This is an optimization exercise on Yosys and OpenROAD, whose aim is small area, not a production implementation. In this exercise RTL edits were held to simulation tests only and were not proved equivalent to the original. Power figures rest on the tool's default switching activity, not on a simulated workload.

==> flow/design.v (outline; a module is shown in full before it is edited, if it fits) <==
// module vga_char_86x32: 66 lines
// module glyph_rom: 680 lines
module vga_char_86x32 #(
    parameter VGA_CLK_DIV = 1
)(
    input  logic         clk, rst_n,
    output logic         hsync, vsync,
    output logic         red, green, blue,
    output logic         req,
    output logic [ 6:0]  reqx,
    output logic [ 4:0]  reqy,
    input  logic [ 6:0]  ascii
);
  // ...
==> flow/flow/run.sh <==
#!/bin/bash
# Layout flow: the standard ORFS flow, except that synthesis maps the
# combinational logic with an area-oriented ABC script (flow/abc_area_map.script)
# instead of ORFS's delay-oriented one.  Everything else -- the Yosys front end,
# flip-flop mapping, register names, floorplan, placement, CTS, routing -- is
# the standard.sh unchanged, but for the port buffers, which are the
# smallest buffer cell.  Each tool's output goes to a log of its own.
set -euo pipefail
W=$PWD
F=$W/flow

# synth_recipe.tcl with one addition: Yosys's abc command gets our script.
{
  head -n 1 synth_recipe.tcl
  cat <<TCL
proc abc {args} {
  set i [lsearch -exact \$args -script]
  if {\$i >= 0} { lset args [expr {\$i + 1}] $F/abc_area_map.script }
  yosys abc {*}\$args
}
TCL
  tail -n +2 synth_recipe.tcl
} > $W/area_synth.tcl

bash standard.sh SYNTH_SCRIPT=$W/area_synth.tcl synth > $W/synth.log 2>&1
bash standard.sh BUFFER_PORTS_ARGS="-buffer_cell sky130_fd_sc_hd__buf_1" finish > $W/layout.log 2>&1
test -s $W/out/final.def
==> flow/flow/abc_area_map.script <==
strash
dch
map -a
strash
dch
map -a
topo
==> flow/standard.sh <==
#!/bin/bash
# synth_recipe.tcl (not shown) runs the flow's synth.tcl, then flattens the netlist and writes it again
# the make line also repeats each setting of config.mk as NAME=value (left out here)
make -C /OpenROAD-flow-scripts/flow DESIGN_CONFIG=/design/flow/config.mk WORK_HOME=/design/flow/orfs CLKGATE_MAP_FILE= SYNTH_SCRIPT=/design/flow/synth_recipe.tcl "${@:-finish}"
==> flow/config.mk <==
export PLATFORM = sky130hd
export DESIGN_NAME = vga_char_86x32
export DESIGN_NICKNAME = vga_char_86x32
export VERILOG_FILES = /design/flow/design.v
export SDC_FILE = /design/flow/constraint.sdc
export NUM_CORES = 4
export LEC_CHECK = 0
export CAP_MARGIN = 10
export CORE_MARGIN = 2
export CORE_UTILIZATION = 55
export CTS_BUF_LIST = sky130_fd_sc_hd__clkbuf_16
export CTS_CLUSTER_DIAMETER = 100
export CTS_CLUSTER_SIZE = 25
export GPL_TIMING_DRIVEN = 0
export SLEW_MARGIN = 10
export SYNTH_MEMORY_MAX_BITS = 32768
==> flow/constraint.sdc <==
create_clock -name core_clock -period 20.0 [get_ports {clk}]
set_input_delay 4.0000 -clock core_clock [delete_from_list [all_inputs] [get_ports {clk}]]
set_output_delay 4.0000 -clock core_clock [all_outputs]
set_load 0.01 [all_outputs]
==> results.cfg, run 1 <==
[route]
wl_met1_um = 24300
dr.pass1.iters = 7
dr.first_iter.drc_count = 1891

[power]
power.static_leakage_nw = 7.29
power.switching_mw = 0.374
p_seq_mw = 1.26
switching_share = 0.197

[timing]
min_period_over_period = 0.635
rsz0062_at_grt = no
fin_ws_ns = 7.30

[floorplan]
die-height_um = 183
core-area_um2 = 31600
start_util = 0.559
ios = 27

[yosys]
syn_inst = 1550
synthAdderAreaFrac = 0.0198

[grt]
grt.total_usage = 0.388
grt_pass1_vias = 12900
grt_max_degree = 27

[setup_path]
critical_path_class = reg2out
reg2reg_from = h[2]
worst-path-stages = 16
path_max_fanout = 20
cp_top_family = buffers and inverters
reg2reg_to = v[9]

[status]
status = no timing/DRC/antenna violations

[cells_and_area]
drive_gt1_frac = 0.0495
multi_input_gates = 762
buffers = 31

[clock_network]
postCtsResizedCells = 0

[flow_run]
maxCapViolations = 0

[min_path]
hp-start = rb[27]
holdPathStages = 0
==> run 2: changes to the inputs <==
==> flow/flow/abc_area_map.script (replaced) <==
strash
&get -n
&dch
&nf -R 1000 -p -F 8 -A 4 -C 32
&put
strash
&get -n
&dch
&nf -R 1000 -p -F 8 -A 4 -C 32
&put
topo
--- a/flow/config.mk
+++ b/flow/config.mk
@@ -10,7 +10,7 @@
 export CORE_UTILIZATION = 55
 export CTS_BUF_LIST = sky130_fd_sc_hd__clkbuf_16
 export CTS_CLUSTER_DIAMETER = 100
-export CTS_CLUSTER_SIZE = 25
+export CTS_CLUSTER_SIZE = 27
 export GPL_TIMING_DRIVEN = 0
 export SLEW_MARGIN = 10
 export SYNTH_MEMORY_MAX_BITS = 32768
==> results.cfg, run 2 <==
[floorplan]
start_util = 0.557
fp.dieArea_um2 = 33300
die_x_um = 183
rows = 65
core-area_um2 = 31500
die-height_um = 183
ios = 27

[timing]
tightestPinTransition_ns = 1.30
fmax_mhz = 82.3
finalSetupTns_ns = 0
hold_viol = 0
finalClockSkew_ns = 0.0208
relSlewSlack = 0.111
min_period_over_period = 0.607
layout_min_cycle_time_ns = 12.15
rsz0062_at_grt = no
final_max_slew_viol_count = 0
setup_viol = 0

[route]
dr.pass1.iters = 7
wl_per_cell_um = 29.1
dr.first_iter.drc_count = 2175
viasPerCell = 6.35
drc = 0
wl_um = 55700
vias = 12100
ant_nets = 0

[clock_network]
holdBufCountCts = 0
postCtsSetupBuffers = 0
clockBufferDepth = 3
clk_pin_slew_worst_paths_ns = 0.10
numCtsBuffers = 27
clock_latency_ns = 0.59
ctsRootBufferMaster = clkbuf_16
postCtsResizedCells = 0
cts_tree = built
cts_max_level = 1
cts_num_sinks = 630

[grt]
grt.total_usage = 0.336
grt_pass1_vias = 12200
grt_max_degree = 35
grt_pass1_wl_um = 81600
grt_overflow = 0
antenna_found_initial = 0

[yosys]
syn_inst = 1440
yosysMostFrequentCell = dfxtp_1
netlist.area_leader.share = 0.687
netlist_top_cells_area = dfxtp_1 (69%), nand2_1 (2.8%), a21oi_1 (2.8%), nor2_1 (2.2%), o21ai_0 (2.2%)
synth_common_cells = dfxtp_1 (602), nand2_1 (131), nor2_1 (102)
syn_area_um2 = 17500
synth_cell_types = 55
ys_ff_latch = 630
yosysTopAreaCell = dfxtp_1
synth_edf_count = 7
async_reset_ff_frac = 0.0333
yosysSeqAreaShare = 0.730
syn-num-nets = 1477
syn_area_per_cell_um2 = 12.2
yosys_warnings = 1
yosys_most_used_dff = dfxtp_1

[cells_and_area]
final_nets = 1538
area_growth_pct = 8.33
antenna_cells = 0
final_cell_mix = dfxtp_1 (602), nand2_1 (131), nor2_1 (101), a21oi_1 (98), o21ai_0 (76)
final_common_cell = dfxtp_1
design_area_um2 = 19000
top_regs = ra: 259 flops, rb: 259 flops, rc: 63 flops
drive_gt1_frac = 0.0398

[setup_path]
required_ns = 16.00
critPathCaptureType = primary output
critical_path_class = reg2out
worstPathArrival_ns = 8.15
path_max_fanout = 24
startpoint_type = flop

[place]
io_buffers = 26
gp_congestion = 1.06
hpwl_um = 36200
placed_cell_area_um2 = 18200

[flow_run]
maxCapViolations = 0

[power]
power.static_leakage_nw = 7.26
ir_drop_mv = 0.112
power_density_nw_per_um2 = 98.7

[status]
status = no timing/DRC/antenna violations

[min_path]
hp-class = reg2reg
==> run 2: final timing paths <==
path / start / endpoint / slack [ns] / cells after the start
worst min register to register: ra[108] / ra[115] / 0.33 / 0
worst max-delay path: h[2] / green / 7.85 / 14
max in group asynchronous: rst_n / v[1] / 16.21 / 1
worst min-delay path: ra[108] / ra[115] / 0.33 / 0
min in group asynchronous: rst_n / v[3] / 3.38 / 1
worst max register to register: h[2] / v[6] / 14.95 / 6
==> run 2: cell families (layout without fill, tap and decap cells) <==
group | Yosys count | in the layout | share of synthesized area
and+or+nand+nor | 398 | 398 | 0.105
muxes | 28 | 28 | 0.0180
DFF | 630 | 630 | 0.730
buffers and inverters | 22 | 90 | 0.00492
xor gates and xnor gates | 11 | 11 | 0.00549
adders and majority gates | 28 | 28 | 0.0200
AOI/OAI and AO/OA | 323 | 323 | 0.117
==> run 2: final cells by class <==
class | instances | area (um2)
well taps | 402 | 503
plain buffers | 1 | 7.51
flip-flops and latches | 630 | 12800
multi-input cells | 788 | 4680
clock inverters | 9 | 63.8
repair buffers | 32 | 181
clock buffers | 27 | 676
fillers | 2372 | 12500
inverters | 21 | 78.8
==> run 2: metrics by stage <==
step | util | setup slack [ns] | cells | power [mW] | hold WS [ns]
2_1_floorplan | - | 10.99 | 1440 | 1.29 | 0.310
3_3_place_gp | 0.576 | 7.55 | 1868 | 1.29 | 0.310
3_5_place_dp | 0.580 | 9.08 | 1874 | 1.29 | 0.312
4_1_cts | 0.603 | 8.43 | 1910 | 1.88 | 0.328
5_1_grt | 0.604 | 7.79 | 1910 | 1.93 | 0.334
6_report | 0.604 | 7.85 | 1910 | 1.87 | 0.328
==> run 2: where the power goes <==
group / internal [mW] / leakage (nW) / switching [mW] / total [mW]
registers: 1.26 / 5.19 / 0.00151 / 1.26
logic: 0.000755 / 1.68 / 0.00230 / 0.00305
clock network: 0.249 / 0.386 / 0.360 / 0.609
==> run 2: critical path: stages (launching register included) <==
cell	delay, ns
dfstp_2	1.03
clkinv_1	0.78
ha_1	0.70
nor2b_1	0.27
nor2_1	0.60
o21ai_0	0.46
a211o_1	0.43
nor3b_1	0.83
a21oi_1	0.18
o311ai_0	0.56
a221o_1	0.20
a31oi_1	0.13
a2111oi_0	0.98
buf_4	0.23
buf_1	0.14
==> run 2: routing by layer <==
layer  part of all wire  wire (um)  track usage  up-vias
met5                  0          0            0        -
met4              0.066       3690        0.182        0
met3               0.11       6110       0.0858      267
met2               0.43      24100        0.512      906
met1               0.39      21800        0.440     5753
li1                   -          -            -     5200
==> module vga_char_86x32, before the edit <==
module vga_char_86x32 #(
    parameter VGA_CLK_DIV = 1
)(
    input  logic         clk, rst_n,
    output logic         hsync, vsync,
    output logic         red, green, blue,
    output logic         req,
    output logic [ 6:0]  reqx,
    output logic [ 4:0]  reqy,
    input  logic [ 6:0]  ascii
);
logic [9:0] h, v;
logic       hold;
always @ (posedge clk or negedge rst_n)
    if (~rst_n) begin
        h    <= 10'd998;
        v    <= 10'd688;
        hold <= 1'b1;
    end else begin
        if (h == 10'd998) begin
            h <= 10'd0;
            v <= (v == 10'd688) ? 10'd0 : v + 10'd1;
        end else
            h <= h + 10'd1;
        if (h == 10'd3) hold <= 1'b0;
    end
wire [6:0] x  = h[9:3];
wire       act = (h < 10'd688) && (v < 10'd512);
assign req  = act && h[2:0] == 3'd0 && v[3:0] == 4'd0;
assign reqx = act ? x      : 7'd0;
assign reqy = act ? v[8:4] : 5'd0;
wire wr = act && h[2:0] == 3'd1 && v[3:0] == 4'd0;
wire ga = x < 7'd37;
wire gb = ~ga && x < 7'd74;
wire gc = ~ga && ~gb && x < 7'd83;
wire gd = ~ga && ~gb && ~gc;
logic [37*7-1:0] ra, rb;
logic [ 9*7-1:0] rc;
logic [ 3*7-1:0] rd;
always @ (posedge clk) begin
    ra <= {ra[36*7-1:0], (wr && ga) ? ascii : ra[37*7-1 -: 7]};
    rb <= {rb[36*7-1:0], (wr && gb) ? ascii : rb[37*7-1 -: 7]};
    rc <= {rc[ 8*7-1:0], (wr && gc) ? ascii : rc[ 9*7-1 -: 7]};
    rd <= {rd[ 2*7-1:0], (wr && gd) ? ascii : rd[ 3*7-1 -: 7]};
end
logic [6:0] ch;
always @ (posedge clk)
    if (h[2:0] == 3'd3)
        ch <= ga ? ra[13:7] : gb ? rb[13:7] : gc ? rc[13:7] : rd[13:7];
wire pix;
glyph_rom u_rom(.c(ch), .y(v[3:0]), .xc(h[2:0]), .p(pix));
wire txt = (h >= 10'd4) && (h < 10'd692) && (v < 10'd512);
wire hs = (h >= 10'd751) && (h < 10'd879);
wire vs = (h >= 10'd4) ? (v >= 10'd584 && v < 10'd588) : (v >= 10'd585 && v < 10'd589);
wire hr = (h >= 10'd696 && h < 10'd726) || (h >= 10'd968 && h < 10'd998);
wire hi = (h < 10'd726) || (h >= 10'd968);
wire vr = (v >= 10'd516 && v < 10'd546) || (v >= 10'd654 && v < 10'd684);
wire vi = (v < 10'd546) || (v >= 10'd654);
wire vr1 = (v >= 10'd517 && v < 10'd547) || (v >= 10'd655 && v < 10'd685);
wire border = (h < 10'd4) ? vr1 : ((hr && vi) || (vr && hi));
assign hsync = ~hold & ~hs;
assign vsync = ~hold & ~vs;
assign green = txt & pix;
assign blue  = txt & pix;
assign red   = (txt & pix) | border;
endmodule
==> run 3: changes to the inputs <==
--- a/flow/design.v
+++ b/flow/design.v
@@ -10,6 +10,17 @@
     input  logic [ 6:0]  ascii
 );
 logic [9:0] h, v;
+function automatic logic lt(input logic [9:0] a, input logic [9:0] c);
+    logic r;
+    integer i;
+    r = 1'b0;
+    for (i = 0; i < 10; i = i + 1)
+        r = c[i] ? (~a[i] | r) : (~a[i] & r);
+    lt = r;
+endfunction
+function automatic logic ge(input logic [9:0] a, input logic [9:0] c);
+    ge = ~lt(a, c);
+endfunction
 logic       hold;
 always @ (posedge clk or negedge rst_n)
     if (~rst_n) begin
@@ -25,14 +36,14 @@
         if (h == 10'd3) hold <= 1'b0;
     end
 wire [6:0] x  = h[9:3];
-wire       act = (h < 10'd688) && (v < 10'd512);
+wire       act = lt(h, 10'd688) && lt(v, 10'd512);
 assign req  = act && h[2:0] == 3'd0 && v[3:0] == 4'd0;
 assign reqx = act ? x      : 7'd0;
 assign reqy = act ? v[8:4] : 5'd0;
 wire wr = act && h[2:0] == 3'd1 && v[3:0] == 4'd0;
-wire ga = x < 7'd37;
-wire gb = ~ga && x < 7'd74;
-wire gc = ~ga && ~gb && x < 7'd83;
+wire ga = lt({3'd0, x}, 10'd37);
+wire gb = ~ga && lt({3'd0, x}, 10'd74);
+wire gc = ~ga && ~gb && lt({3'd0, x}, 10'd83);
 wire gd = ~ga && ~gb && ~gc;
 logic [37*7-1:0] ra, rb;
 logic [ 9*7-1:0] rc;
@@ -49,15 +60,15 @@
         ch <= ga ? ra[13:7] : gb ? rb[13:7] : gc ? rc[13:7] : rd[13:7];
 wire pix;
 glyph_rom u_rom(.c(ch), .y(v[3:0]), .xc(h[2:0]), .p(pix));
-wire txt = (h >= 10'd4) && (h < 10'd692) && (v < 10'd512);
-wire hs = (h >= 10'd751) && (h < 10'd879);
-wire vs = (h >= 10'd4) ? (v >= 10'd584 && v < 10'd588) : (v >= 10'd585 && v < 10'd589);
-wire hr = (h >= 10'd696 && h < 10'd726) || (h >= 10'd968 && h < 10'd998);
-wire hi = (h < 10'd726) || (h >= 10'd968);
-wire vr = (v >= 10'd516 && v < 10'd546) || (v >= 10'd654 && v < 10'd684);
-wire vi = (v < 10'd546) || (v >= 10'd654);
-wire vr1 = (v >= 10'd517 && v < 10'd547) || (v >= 10'd655 && v < 10'd685);
-wire border = (h < 10'd4) ? vr1 : ((hr && vi) || (vr && hi));
+wire txt = ge(h, 10'd4) && lt(h, 10'd692) && lt(v, 10'd512);
+wire hs = ge(h, 10'd751) && lt(h, 10'd879);
+wire vs = ge(h, 10'd4) ? (ge(v, 10'd584) && lt(v, 10'd588)) : (ge(v, 10'd585) && lt(v, 10'd589));
+wire hr = (ge(h, 10'd696) && lt(h, 10'd726)) || (ge(h, 10'd968) && lt(h, 10'd998));
+wire hi = lt(h, 10'd726) || ge(h, 10'd968);
+wire vr = (ge(v, 10'd516) && lt(v, 10'd546)) || (ge(v, 10'd654) && lt(v, 10'd684));
+wire vi = lt(v, 10'd546) || ge(v, 10'd654);
+wire vr1 = (ge(v, 10'd517) && lt(v, 10'd547)) || (ge(v, 10'd655) && lt(v, 10'd685));
+wire border = lt(h, 10'd4) ? vr1 : ((hr && vi) || (vr && hi));
 assign hsync = ~hold & ~hs;
 assign vsync = ~hold & ~vs;
 assign green = txt & pix;
--- a/flow/flow/run.sh
+++ b/flow/flow/run.sh
@@ -1,7 +1,8 @@
 #!/bin/bash
 # Layout flow: the standard ORFS flow, except that synthesis maps the
 # combinational logic with an area-oriented ABC script (flow/abc_area_map.script)
-# instead of ORFS's delay-oriented one.  Everything else -- the Yosys front end,
+# instead of ORFS's delay-oriented one, and leaves adders to ABC rather than
+# mapping them onto half/full-adder cells first (ADDER_MAP_FILE empty).  Everything else -- the Yosys front end,
 # flip-flop mapping, register names, floorplan, placement, CTS, routing -- is
 # the standard.sh unchanged, but for the port buffers, which are the
 # smallest buffer cell.  Each tool's output goes to a log of its own.
@@ -22,6 +23,6 @@
   tail -n +2 synth_recipe.tcl
 } > $W/area_synth.tcl
 
-bash standard.sh SYNTH_SCRIPT=$W/area_synth.tcl synth > $W/synth.log 2>&1
+bash standard.sh SYNTH_SCRIPT=$W/area_synth.tcl ADDER_MAP_FILE= synth > $W/synth.log 2>&1
 bash standard.sh BUFFER_PORTS_ARGS="-buffer_cell sky130_fd_sc_hd__buf_1" finish > $W/layout.log 2>&1
 test -s $W/out/final.def
--- a/flow/config.mk
+++ b/flow/config.mk
@@ -10,7 +10,7 @@
 export CORE_UTILIZATION = 55
 export CTS_BUF_LIST = sky130_fd_sc_hd__clkbuf_16
 export CTS_CLUSTER_DIAMETER = 100
-export CTS_CLUSTER_SIZE = 27
+export CTS_CLUSTER_SIZE = 30
 export GPL_TIMING_DRIVEN = 0
 export SLEW_MARGIN = 10
 export SYNTH_MEMORY_MAX_BITS = 32768
==> results.cfg, run 3 <==
[place]
gp_congestion = 1.03
io_buffers = 26
pre_cts_ws_ns = 10.12
hpwl_um = 36300

[clock_network]
numCtsBuffers = 24
cts_tree = built
cts_max_level = 1
postCtsResizedCells = 0
ctsRootBufferMaster = clkbuf_16
cts_num_sinks = 630
clockBufferDepth = 3
postCtsSetupBuffers = 0
clock_latency_ns = 0.59
clk_pin_slew_worst_paths_ns = 0.12
holdBufCountCts = 0

[cells_and_area]
multi_input_area_um2 = 4380
top_regs = ra: 259 flops, rb: 259 flops, rc: 63 flops
final_nets = 1467
drive_gt1_frac = 0.0418
final_cell_mix = dfxtp_1 (602), nor2_1 (109), nand2_1 (102), a21oi_1 (102), o21ai_0 (75)
ff_latch_area_um2 = 12800
fillers = 2245
antenna_cells = 0
area_growth_pct = 8.51
final_common_cell = dfxtp_1

[setup_path]
worstPathArrival_ns = 7.16
startpoint_type = flop
crit_path_cell_trace = nand2_1 -> nand2_1 -> nor3_1 -> o21ai_0 -> a31oi_1 -> a311oi_1 -> and3b_1 -> nand2_1 -> a311oi_1 -> o21ai_0 -> nand4_1 -> a211o_1 -> and4_1 -> nand3b_1 -> buf_1
critical_path_class = reg2out
cp_top_family = simple AND/OR/NAND/NOR gates
cpMaxStageDelayCell = dfstp_2
critPathBufInv = 1
path_max_fanout = 36
required_ns = 16.00
cp_common_cell = nand2_1
critPathCaptureType = primary output
worst_path_largest_cell_delay_ns = 1.18

[route]
drc = 0
vias = 12000
dr.first_iter.drc_count = 1766
wl_um = 55900
ant_nets = 0
wl_per_cell_um = 30.1
viasPerCell = 6.48
dr.pass1.iters = 6

[yosys]
yosys_warnings = 1
yosysSeqAreaShare = 0.745
syn-num-nets = 1405
synth_edf_count = 7
syn_area_per_cell_um2 = 12.3
synth_common_cells = dfxtp_1 (602), nor2_1 (113), a21oi_1 (102), nand2_1 (102), o21ai_0 (75)
syn_area_um2 = 17200
synth_cell_types = 56
yosysMostFrequentCell = dfxtp_1
netlist.area_leader.share = 0.702
ys_ff_latch = 630
yosys_most_used_dff = dfxtp_1
netlist_top_cells_area = dfxtp_1 (70%), a21oi_1 (3.0%), nor2_1 (2.5%), nand2_1 (2.2%), o21ai_0 (2.2%)
async_reset_ff_frac = 0.0333
yosysTopAreaCell = dfxtp_1
syn_inst = 1396

[power]
switching_share = 0.190
pwr-share-clk = 0.309
power.static_leakage_nw = 7.19
power.switching_mw = 0.349
p_comb_frac = 0.002
power_density_nw_per_um2 = 98.2
seq_power_share = 0.689
cellInternalPower_mw = 1.48
total_power_mw = 1.83
ir_drop_mv = 0.0952

[grt]
grt_pass1_wl_um = 81500
grt_overflow = 0
antenna_found_initial = 2
grt_pass1_vias = 11700
grt.total_usage = 0.339
grt_max_degree = 39

[timing]
hold_viol = 0
final_max_slew_viol_count = 0
fin_ws_ns = 8.84
layout_min_cycle_time_ns = 11.16
finalSetupTns_ns = 0
relSlewSlack = 0.0840
min_period_over_period = 0.558
fmax_mhz = 89.6
rsz0062_at_grt = no
finalClockSkew_ns = 0.0492
tightestPinTransition_ns = 1.37
setup_viol = 0

[floorplan]
rows = 64
die_x_um = 181
die-height_um = 181
fp.dieArea_um2 = 32700
start_util = 0.560
ios = 27
core-area_um2 = 30700

[status]
status = no timing/DRC/antenna violations

[flow_run]
maxCapViolations = 0

[min_path]
hp-class = reg2reg
run 3: cell count changes after synthesis, moves of 9 or more:
cell      change
and2_0        -9
nand3_1      -16
and3_1       +17
nand2_1      -29
clkinv_1     -17
a22oi_1       +9
ha_1         -28
nor3_1        +9
nor2_1       +11
run 3: power by group through the flow:
stage	Sequential (mW)	Clock, mW	Combinational (mW)
floorplan	1.29	0	0.000491
global placement	1.29	0	0.00265
detailed placement	1.29	0	0.00291
CTS	1.26	0.573	0.00308
global route	1.26	0.610	0.00337
finish	1.26	0.566	0.00306
run 3: per-layer routing:
layer  vias up  track usage  part of all wire
li1       5109            -                 -
met1      5805        0.452              0.40
met2       859        0.522              0.44
met3       259       0.0824              0.10
met4         0        0.161             0.060
met5         -            0                 0
run 3: area by class of cell:
type	instances	share of cell area
plain buffers	1	0.000403
clock buffers	24	0.0322
clock inverters	5	0.00242
inverters	4	0.000806
multi-input cells	761	0.235
flip-flops and latches	630	0.687
well taps	396	0.0266
repair buffers	36	0.0156
run 3: through the flow:
stage / util / std cells / hold slack [ns] / area (um2)
2_1_floorplan: - / 1396 / 0.310 / 17200
3_3_place_gp: 0.579 / 1818 / 0.310 / 17800
3_5_place_dp: 0.587 / 1828 / 0.312 / 18000
4_1_cts: 0.608 / 1857 / 0.325 / 18600
5_1_grt: 0.608 / 1857 / 0.329 / 18600
6_report: 0.608 / 1857 / 0.325 / 18600
run 3: cells by family (layout without fill, tap and decap cells):
kind of cell	count (synthesis)	in the layout	synth area share
mux	31	31	0.0201
xor+xnor	7	7	0.00357
compound gates	330	330	0.121
buf+inv	5	70	0.00131
flops	630	630	0.745
simple gates	393	393	0.108
run 3: path summary, 6_finish.rpt:
check / depth (start not counted) / slack (ns) / startpoint / to
worst max-delay path: 15 / 8.84 / h[2] / red
worst min-delay path: 0 / 0.32 / rb[5] / rb[12]
worst max register to register: 9 / 14.62 / h[2] / v[9]
worst min register to register: 0 / 0.32 / rb[5] / rb[12]
max in group asynchronous: 1 / 16.22 / rst_n / v[2]
min in group asynchronous: 1 / 3.37 / rst_n / h[0]
run 3: worst reg2reg max path, delay by kind of cell (launching register included):
kind,cells,cell delay (ns)
AND/OR/NAND/NOR,8,3.96
flip-flops,1,1.18
AO/OA/AOI/OAI,1,0.14
==> run 4: changes to the inputs <==
==> flow/config.mk (replaced) <==
export PLATFORM = sky130hd
export DESIGN_NAME = vga_char_86x32
export DESIGN_NICKNAME = vga_char_86x32
export VERILOG_FILES = /design/flow/design.v
export SDC_FILE = /design/flow/constraint.sdc
export NUM_CORES = 4
export LEC_CHECK = 0
export CAP_MARGIN = 20
export CORE_MARGIN = 2
export CORE_UTILIZATION = 55
export CTS_BUF_LIST = sky130_fd_sc_hd__clkbuf_16
export CTS_CLUSTER_DIAMETER = 100
export CTS_CLUSTER_SIZE = 27
export GPL_TIMING_DRIVEN = 0
export SLEW_MARGIN = 20
export SYNTH_MEMORY_MAX_BITS = 32768
==> results.cfg, run 4 <==
[yosys]
netlist.area_leader.share = 0.702
synth_edf_count = 7
yosysSeqAreaShare = 0.745
async_reset_ff_frac = 0.0333
syn_inst = 1396
yosys_most_used_dff = dfxtp_1
yosys_warnings = 1
synth_common_cells = dfxtp_1 (602), nor2_1 (113), a21oi_1 (102), nand2_1 (102), o21ai_0 (75)
syn_area_per_cell_um2 = 12.3
yosysTopAreaCell = dfxtp_1
synth_cell_types = 56
netlist_top_cells_area = dfxtp_1 (70%), a21oi_1 (3.0%), nor2_1 (2.5%), nand2_1 (2.2%), o21ai_0 (2.2%)
yosysMostFrequentCell = dfxtp_1
ys_ff_latch = 630
syn_area_um2 = 17200
syn-num-nets = 1405

[timing]
hold_viol = 0
final_max_slew_viol_count = 0
min_period_over_period = 0.548
tightestPinTransition_ns = 1.22
fin_ws_ns = 9.04
holdWs_ns = 0.324
rsz0062_at_grt = no
setup_viol = 0
finalSetupTns_ns = 0
relSlewSlack = 0.163
finalClockSkew_ns = 0.0164
fmax_mhz = 91.2
layout_min_cycle_time_ns = 10.96

[route]
wl_um = 55500
vias = 12100
viasPerCell = 6.49
wl_per_cell_um = 29.8
dr.first_iter.drc_count = 1891
dr.pass1.iters = 6
drc = 0
ant_nets = 0

[power]
ir_drop_mv = 0.0934
seq_power_share = 0.675
switching_share = 0.193
p_comb_frac = 0.002
power.switching_mw = 0.361
power.static_leakage_nw = 7.24
pwr-share-clk = 0.323
power_density_nw_per_um2 = 99.8
cellInternalPower_mw = 1.51
total_power_mw = 1.87

[status]
status = no timing/DRC/antenna violations

[cells_and_area]
design_area_um2 = 18700
final_common_cell = dfxtp_1
drive_gt1_frac = 0.0457
final_nets = 1470
area_growth_pct = 9.13
final_cell_mix = dfxtp_1 (602), nor2_1 (108), nand2_1 (102), a21oi_1 (102), o21ai_0 (75)
top_regs = ra: 259 flops, rb: 259 flops, rc: 63 flops
final_cells = 1863
fillers = 2261
fin_util = 0.611

[clock_network]
ctsRootBufferMaster = clkbuf_16
cts_num_sinks = 630
cts_tree = built
clock_latency_ns = 0.58
clk_pin_slew_worst_paths_ns = 0.10
postCtsResizedCells = 0
postCtsSetupBuffers = 0
clockBufferDepth = 3
numCtsBuffers = 27
cts_max_level = 1
holdBufCountCts = 0

[grt]
grt.total_usage = 0.339
grt_max_degree = 37
grt_pass1_vias = 12100
grt_overflow = 0
antenna_found_initial = 5
grt_pass1_wl_um = 82300

[place]
placed_cell_area_um2 = 18000
hpwl_um = 36400
pre_cts_ws_ns = 10.13
gp_congestion = 1.03
dp_cells = 1828
io_buffers = 26

[setup_path]
worstPathArrival_ns = 6.96
critPathCaptureType = primary output
startpoint_type = flop
required_ns = 16.00
critical_path_class = reg2out
r2r_setup_slack_ns = 14.84
path_max_fanout = 36

[floorplan]
ios = 27
rows = 64
core-area_um2 = 30700
die_x_um = 181
fp.dieArea_um2 = 32700
start_util = 0.560
die-height_um = 181

[flow_run]
maxCapViolations = 0

[min_path]
hp-class = reg2reg
-- run 4: cell count changes in the layout (fill, tap and decap cells not counted), sizes merged --
cell	previous run	this run
clkinv	5	4
diode	0	2
clkbuf	25	28
inv	4	6
-- run 4: critical path: stages (launching register included) --
cell	delay, ns
dfstp_2	1.13
and2_0	0.90
nand2_1	0.67
o21ai_0	0.64
nand3b_1	0.27
o21ai_0	0.29
and2_0	0.28
nand2_1	0.11
nand2_1	0.12
o311ai_0	0.23
a311oi_1	0.63
o21ai_0	0.21
nand4_1	0.15
a211o_1	0.15
and4_1	0.27
nand3b_1	0.13
buf_1	0.16
-- run 4: kinds of logic after synthesis --
kind of cell    after synthesis  share of synthesized area
xor+xnor                      7                    0.00357
simple gates                393                      0.108
mux                          31                     0.0201
compound gates              330                      0.121
flops                       630                      0.745
buf+inv                       5                    0.00131
-- run 4: cell type report --
class	instances	area, um2	share of cell area
Buffer	1	7.51	0.000401
Antenna cell	2	5.00	0.000267
Multi-Input combinational cell	761	4380	0.234
Sequential cell	630	12800	0.683
Tap cell	396	495	0.0264
Timing Repair Buffer	36	303	0.0162
Inverter	4	15.0	0.000801
Clock inverter	6	51.3	0.00274
Clock buffer	27	676	0.0360
-- run 4: power by group through the flow --
stage / logic [mW] / clock network [mW] / registers (mW)
2_1_floorplan: 0.000491 / 0 / 1.29
3_3_place_gp: 0.00265 / 0 / 1.29
6_report: 0.00309 / 0.605 / 1.26
4_1_cts: 0.00311 / 0.613 / 1.26
3_5_place_dp: 0.00286 / 0 / 1.29
5_1_grt: 0.00335 / 0.650 / 1.26
-- run 4: layer usage --
| layer | global-route usage | wire length (um) |
|---|---|---|
| met4 | 0.172 | 3380 |
| met5 | 0 | 25 |
| met2 | 0.520 | 24600 |
| met3 | 0.0804 | 5550 |
| met1 | 0.450 | 21900 |
-- run 4: final timing paths --
path	start	end	depth (start not counted)
min in group asynchronous	rst_n	v[0]	1
worst max register to register	h[2]	v[9]	9
worst min register to register	ra[91]	ra[98]	0
max in group asynchronous	rst_n	v[2]	1
worst max-delay path	h[2]	red	16
worst min-delay path	ra[91]	ra[98]	0

==> port drivers added, routing unchanged <==
No port has a modelled driver above. Below, the same layouts with a new extraction and two added sets of constraints. Step 1 sets driving cells, clkbuf_16 on the clock port and buf_2 on the other inputs (assumed; they add their load-dependent delay and slew). Step 2 moves the port delays by t, midway between the first and last clock arrival at a register: inputs arrive t later, outputs are due t later. That takes back most of the time a late clock gives input paths. a / b / c = ideal ports / drivers / drivers and shift; a / b = the first two.
run | t, ns | slack for setup (ns) | latest minus earliest clock arrival (ns)
run 1 | 0.629 | 7.300 / 7.246 / 7.875 | 0.033 / 0.033
run 2 | 0.635 | 7.852 / 7.793 / 8.429 | 0.031 / 0.031
run 3 | 0.619 | 8.844 / 8.788 / 9.407 | 0.055 / 0.054
run 4 | 0.629 | 9.037 / 8.978 / 9.607 | 0.022 / 0.022
After both steps setup and hold are still met in every run listed.
